Source: an optimization exercise on an open RTL-to-GDS flow (aim: small area). Production flows keep margins and buffers that such runs may drop. The RTL was checked by simulation tests, not by an equivalence proof against the original design. Power and IR drop assume default switching activity.

==> module unum_adder, before the edit <==
module unum_adder(
	input clk,
	input[31:0] unum1,
	input[31:0] unum2,
	output[31:0] unum_o
);
wire [30:0] m1, m2;
neg31 ng1(.x(unum1[30:0]), .s(unum1[31]), .m(m1));
neg31 ng2(.x(unum2[30:0]), .s(unum2[31]), .m(m2));
wire cmp;
gt31 gt(.a(m1), .b(m2), .gt(cmp));
reg s1_1, s2_1, cmp_1;
reg [30:0] m1_1, m2_1;
always @(posedge clk) begin
	s1_1 <= unum1[31];
	s2_1 <= unum2[31];
	m1_1 <= m1;
	m2_1 <= m2;
	cmp_1 <= cmp;
end
wire r1 = m1_1[30], r2 = m2_1[30];
wire [4:0] n1, n2;
lzc32 lz1(.v({m1_1[29:0] ^ {30{r1}}, 2'b10}), .n(n1));
lzc32 lz2(.v({m2_1[29:0] ^ {30{r2}}, 2'b10}), .n(n2));
wire [28:0] t1, t2;
shl29 sh1(.d(m1_1[28:0]), .n(n1), .q(t1));
shl29 sh2(.d(m2_1[28:0]), .n(n2), .q(t2));
wire z1 = ~r1 & (n1 == 5'd30);   
wire z2 = ~r2 & (n2 == 5'd30);
wire [8:0] sc1 = {~r1, r1 ? n1 : ~n1, t1[28:26]};
wire [8:0] sc2 = {~r2, r2 ? n2 : ~n2, t2[28:26]};
wire sL = cmp_1 ? s1_1 : s2_1;
wire sS = cmp_1 ? s2_1 : s1_1;
wire zL = cmp_1 ? z1 : z2;
wire zS = cmp_1 ? z2 : z1;
reg sL_2, sS_2, inf_2;
reg [8:0] scL_2, scS_2;
reg [25:0] fL_2;
reg [26:0] fS_2;
always @(posedge clk) begin
	sL_2 <= sL;
	sS_2 <= sS;
	inf_2 <= (s1_1 & z1) | (s2_1 & z2);
	scL_2 <= zL ? 9'd232 : (cmp_1 ? sc1 : sc2);
	scS_2 <= cmp_1 ? sc2 : sc1;
	fL_2 <= cmp_1 ? t1[25:0] : t2[25:0];
	fS_2 <= {~zS | sS, cmp_1 ? t2[25:0] : t1[25:0]};
end
wire [8:0] diff = scL_2 - scS_2;
wire [4:0] d = (diff[8:5] != 4'd0) ? 5'd31 : diff[4:0];
wire [28:0] B;
shr29 shB(.d({fS_2, 2'b00}), .n(d), .q(B));
reg sg_3, sub_3, inf_3;
reg [8:0] sc_3;
reg [25:0] fL_3;
reg [28:0] B_3;
always @(posedge clk) begin
	sg_3 <= sL_2;
	sub_3 <= sL_2 ^ sS_2;
	inf_3 <= inf_2;
	sc_3 <= scL_2;
	fL_3 <= fL_2;
	B_3 <= B;
end
wire [29:0] sum;
addsub29 as(.a({1'b1, fL_3, 2'b00}), .b(B_3), .sub(sub_3), .y(sum));
reg sg_4, inf_4;
reg [8:0] sc_4;
reg [29:0] sum_4;
always @(posedge clk) begin
	sg_4 <= sg_3;
	inf_4 <= inf_3;
	sc_4 <= sc_3;
	sum_4 <= sum;
end
wire [4:0] lz;
lzc32 lzN(.v({sum_4, 2'b01}), .n(lz));      
wire nz = ~&lz;
wire [28:0] sh;
shl29 shN(.d(sum_4[28:0]), .n(lz), .q(sh));    
reg sg_5, inf_5, nz_5;
reg [8:0] e_5;
reg [26:0] f_5;
always @(posedge clk) begin
	sg_5 <= sg_4;
	inf_5 <= inf_4;
	nz_5 <= nz;
	e_5 <= sc_4 + 9'd1 - {4'd0, lz};
	f_5 <= sh[28:2];
end
wire [31:0] shv = {~e_5[8] & nz_5, e_5[8] & nz_5, e_5[2:0] & {3{nz_5}}, f_5};
wire [4:0] amt = e_5[8] ? ~e_5[7:3] : e_5[7:3];
wire [31:0] pk;
sra32 shP(.d(shv), .n(amt), .q(pk));
wire sg = (sg_5 & nz_5) | inf_5;
wire [30:0] o;
rnd31 rn(.r(inf_5 ? 31'd0 : pk[31:1]), .sg(sg), .rnd(~inf_5 & pk[0]), .y(o));
reg [31:0] o_6, o_7, o_8;
always @(posedge clk) begin
	o_6 <= {sg, o};
	o_7 <= o_6;
	o_8 <= o_7;
end
assign unum_o = o_8;
endmodule
Settings: LEC_CHECK=0, ABC_AREA=1, CAP_MARGIN=20, CORE_MARGIN=2, CORE_UTILIZATION=40, SLEW_MARGIN=20; clock period 4.5 ns.
standard.sh (not shown) runs the stock make flow with config.mk's settings and CLKGATE_MAP_FILE= SYNTH_SCRIPT=/design/flow/synth_recipe.tcl, a recipe that flattens the netlist after the stock synthesis.
==> flow/flow/run.sh <==
#!/bin/bash
# Own layout flow: the standard synthesis, then the combinational logic between the
# standard synthesis's registers is mapped again with an area-oriented ABC script
# (the registers, their names and cells are kept), then the standard layout steps.
# Ports are buffered with the smallest buffer.
set -euo pipefail
W=$(pwd)
R=$W/orfs/results/$FLOW_PLATFORM/unum_adder/base
LIB=$FLOW_HOME/platforms/$FLOW_PLATFORM/lib/sky130_fd_sc_hd__tt_025C_1v80.lib
YOSYS=$(dirname $(command -v yosys 2>/dev/null || echo /OpenROAD-flow-scripts/tools/install/yosys/bin/yosys))/yosys
[ -x "$YOSYS" ] || YOSYS=/OpenROAD-flow-scripts/tools/install/yosys/bin/yosys

bash standard.sh synth > $W/log_synth.txt 2>&1

python3 $W/flow/genmodels.py $LIB > $W/cell_models.v 2> $W/log_genmodels.txt
cp $R/1_2_yosys.v $W/standard_synth.v
ABC_SCRIPT=${ABC_SCRIPT:-"strash;dch;map -D 2000;topo;stime -c;buffer -c;upsize -c;dnsize -c"}
echo "$ABC_SCRIPT" | tr ';' '\n' > $W/remap.abc
DU=""
for c in $(grep -o "sky130_fd_sc_hd__probe\S*\|sky130_fd_sc_hd__lpflow\S*" $FLOW_HOME/platforms/$FLOW_PLATFORM/config.mk | sort -u); do DU="$DU -dont_use $c"; done
cat > $W/remap.ys <<EOT
read_verilog $W/cell_models.v
read_verilog $W/standard_synth.v
hierarchy -top $FLOW_TOP
flatten
opt_clean -purge
simplemap
opt -fast
abc -liberty $LIB $DU -script $W/remap.abc
opt_clean -purge
setundef -zero
splitnets
opt_clean -purge
hilomap -singleton -hicell sky130_fd_sc_hd__conb_1 HI -locell sky130_fd_sc_hd__conb_1 LO
opt_clean -purge
tee -o $W/remap_stat.txt stat -liberty $LIB
write_verilog -noattr -noexpr -nohex -nodec $R/1_2_yosys.v
EOT
$YOSYS -q -l $W/log_remap.txt -s $W/remap.ys > /dev/null 2>&1
rm -f $R/1_synth.odb
export BUFFER_PORTS_ARGS="-buffer_cell sky130_fd_sc_hd__buf_1"
bash standard.sh finish > $W/log_finish.txt 2>&1
Other scripts of this flow, unchanged in this note and not shown: flow/flow/genmodels.py
The first run completed without violations.
Change:
--- a/flow/design.v
+++ b/flow/design.v
@@ -9,42 +9,35 @@
 neg31 ng2(.x(unum2[30:0]), .s(unum2[31]), .m(m2));
 wire cmp;
 gt31 gt(.a(m1), .b(m2), .gt(cmp));
-reg s1_1, s2_1, cmp_1;
-reg [30:0] m1_1, m2_1;
-always @(posedge clk) begin
-	s1_1 <= unum1[31];
-	s2_1 <= unum2[31];
-	m1_1 <= m1;
-	m2_1 <= m2;
-	cmp_1 <= cmp;
-end
-wire r1 = m1_1[30], r2 = m2_1[30];
-wire [4:0] n1, n2;
-lzc32 lz1(.v({m1_1[29:0] ^ {30{r1}}, 2'b10}), .n(n1));
-lzc32 lz2(.v({m2_1[29:0] ^ {30{r2}}, 2'b10}), .n(n2));
-wire [28:0] t1, t2;
-shl29 sh1(.d(m1_1[28:0]), .n(n1), .q(t1));
-shl29 sh2(.d(m2_1[28:0]), .n(n2), .q(t2));
-wire z1 = ~r1 & (n1 == 5'd30);   
-wire z2 = ~r2 & (n2 == 5'd30);
-wire [8:0] sc1 = {~r1, r1 ? n1 : ~n1, t1[28:26]};
-wire [8:0] sc2 = {~r2, r2 ? n2 : ~n2, t2[28:26]};
-wire sL = cmp_1 ? s1_1 : s2_1;
-wire sS = cmp_1 ? s2_1 : s1_1;
-wire zL = cmp_1 ? z1 : z2;
-wire zS = cmp_1 ? z2 : z1;
+reg sL_1, sS_1;
+reg [30:0] mL_1, mS_1;
+always @(posedge clk) begin
+	sL_1 <= cmp ? unum1[31] : unum2[31];
+	sS_1 <= cmp ? unum2[31] : unum1[31];
+	mL_1 <= cmp ? m1 : m2;
+	mS_1 <= cmp ? m2 : m1;
+end
+wire rL = mL_1[30], rS = mS_1[30];
+wire [4:0] nL, nS;
+lzc32 lzL(.v({mL_1[29:0] ^ {30{rL}}, 2'b10}), .n(nL));
+lzc32 lzS(.v({mS_1[29:0] ^ {30{rS}}, 2'b10}), .n(nS));
+wire [28:0] tL, tS;
+shl29 shL(.d(mL_1[28:0]), .n(nL), .q(tL));
+shl29 shS(.d(mS_1[28:0]), .n(nS), .q(tS));
+wire zL = ~rL & (nL == 5'd30);   
+wire zS = ~rS & (nS == 5'd30);
 reg sL_2, sS_2, inf_2;
 reg [8:0] scL_2, scS_2;
 reg [25:0] fL_2;
 reg [26:0] fS_2;
 always @(posedge clk) begin
-	sL_2 <= sL;
-	sS_2 <= sS;
-	inf_2 <= (s1_1 & z1) | (s2_1 & z2);
-	scL_2 <= zL ? 9'd232 : (cmp_1 ? sc1 : sc2);
-	scS_2 <= cmp_1 ? sc2 : sc1;
-	fL_2 <= cmp_1 ? t1[25:0] : t2[25:0];
-	fS_2 <= {~zS | sS, cmp_1 ? t2[25:0] : t1[25:0]};
+	sL_2 <= sL_1;
+	sS_2 <= sS_1;
+	inf_2 <= (sL_1 & zL) | (sS_1 & zS);
+	scL_2 <= zL ? 9'd232 : {~rL, rL ? nL : ~nL, tL[28:26]};
+	scS_2 <= {~rS, rS ? nS : ~nS, tS[28:26]};
+	fL_2 <= tL[25:0];
+	fS_2 <= {~zS | sS_1, tS[25:0]};
 end
 wire [8:0] diff = scL_2 - scS_2;
 wire [4:0] d = (diff[8:5] != 4'd0) ? 5'd31 : diff[4:0];
Outcome: Routed wire length falls by 7.4%; via count falls by 1.5%; synthesized cell count rises by 2.2%; combinational power barely changes; worst setup slack is better by 0.26 ns; area after synthesis falls by 0.79%; flip-flop and latch count falls by 1; die area falls by 0.77%.

## what the ideal ports hide
In the flow no input, the clock included, has a driving cell. The finished layouts below were timed again as built, in two steps. Step 1, drivers: a clkbuf_16 drives clk and a buf_2 each remaining input, both assumed. Step 2 moves the port delays by t, midway between the first and last clock arrival at a register: inputs arrive t later, outputs are due t later. That takes back most of the time a late clock gives input paths. Slacks: no drivers / after step 1 / after step 2; pairs: no drivers / after step 1.
run | shift t [ns] | setup slack, ns | slew at the worst register clock pin (ns)
the first run | 0.623 | 0.338 / 0.338 / 0.338 | 0.06 / 0.06
the second run | 0.640 | 0.596 / 0.596 / 0.250 | 0.07 / 0.07
After both steps every run listed still meets setup and hold. For the second run, which loses most, drivers alone change the setup slack by 0.000 ns; drivers and shift together by -0.346 ns.
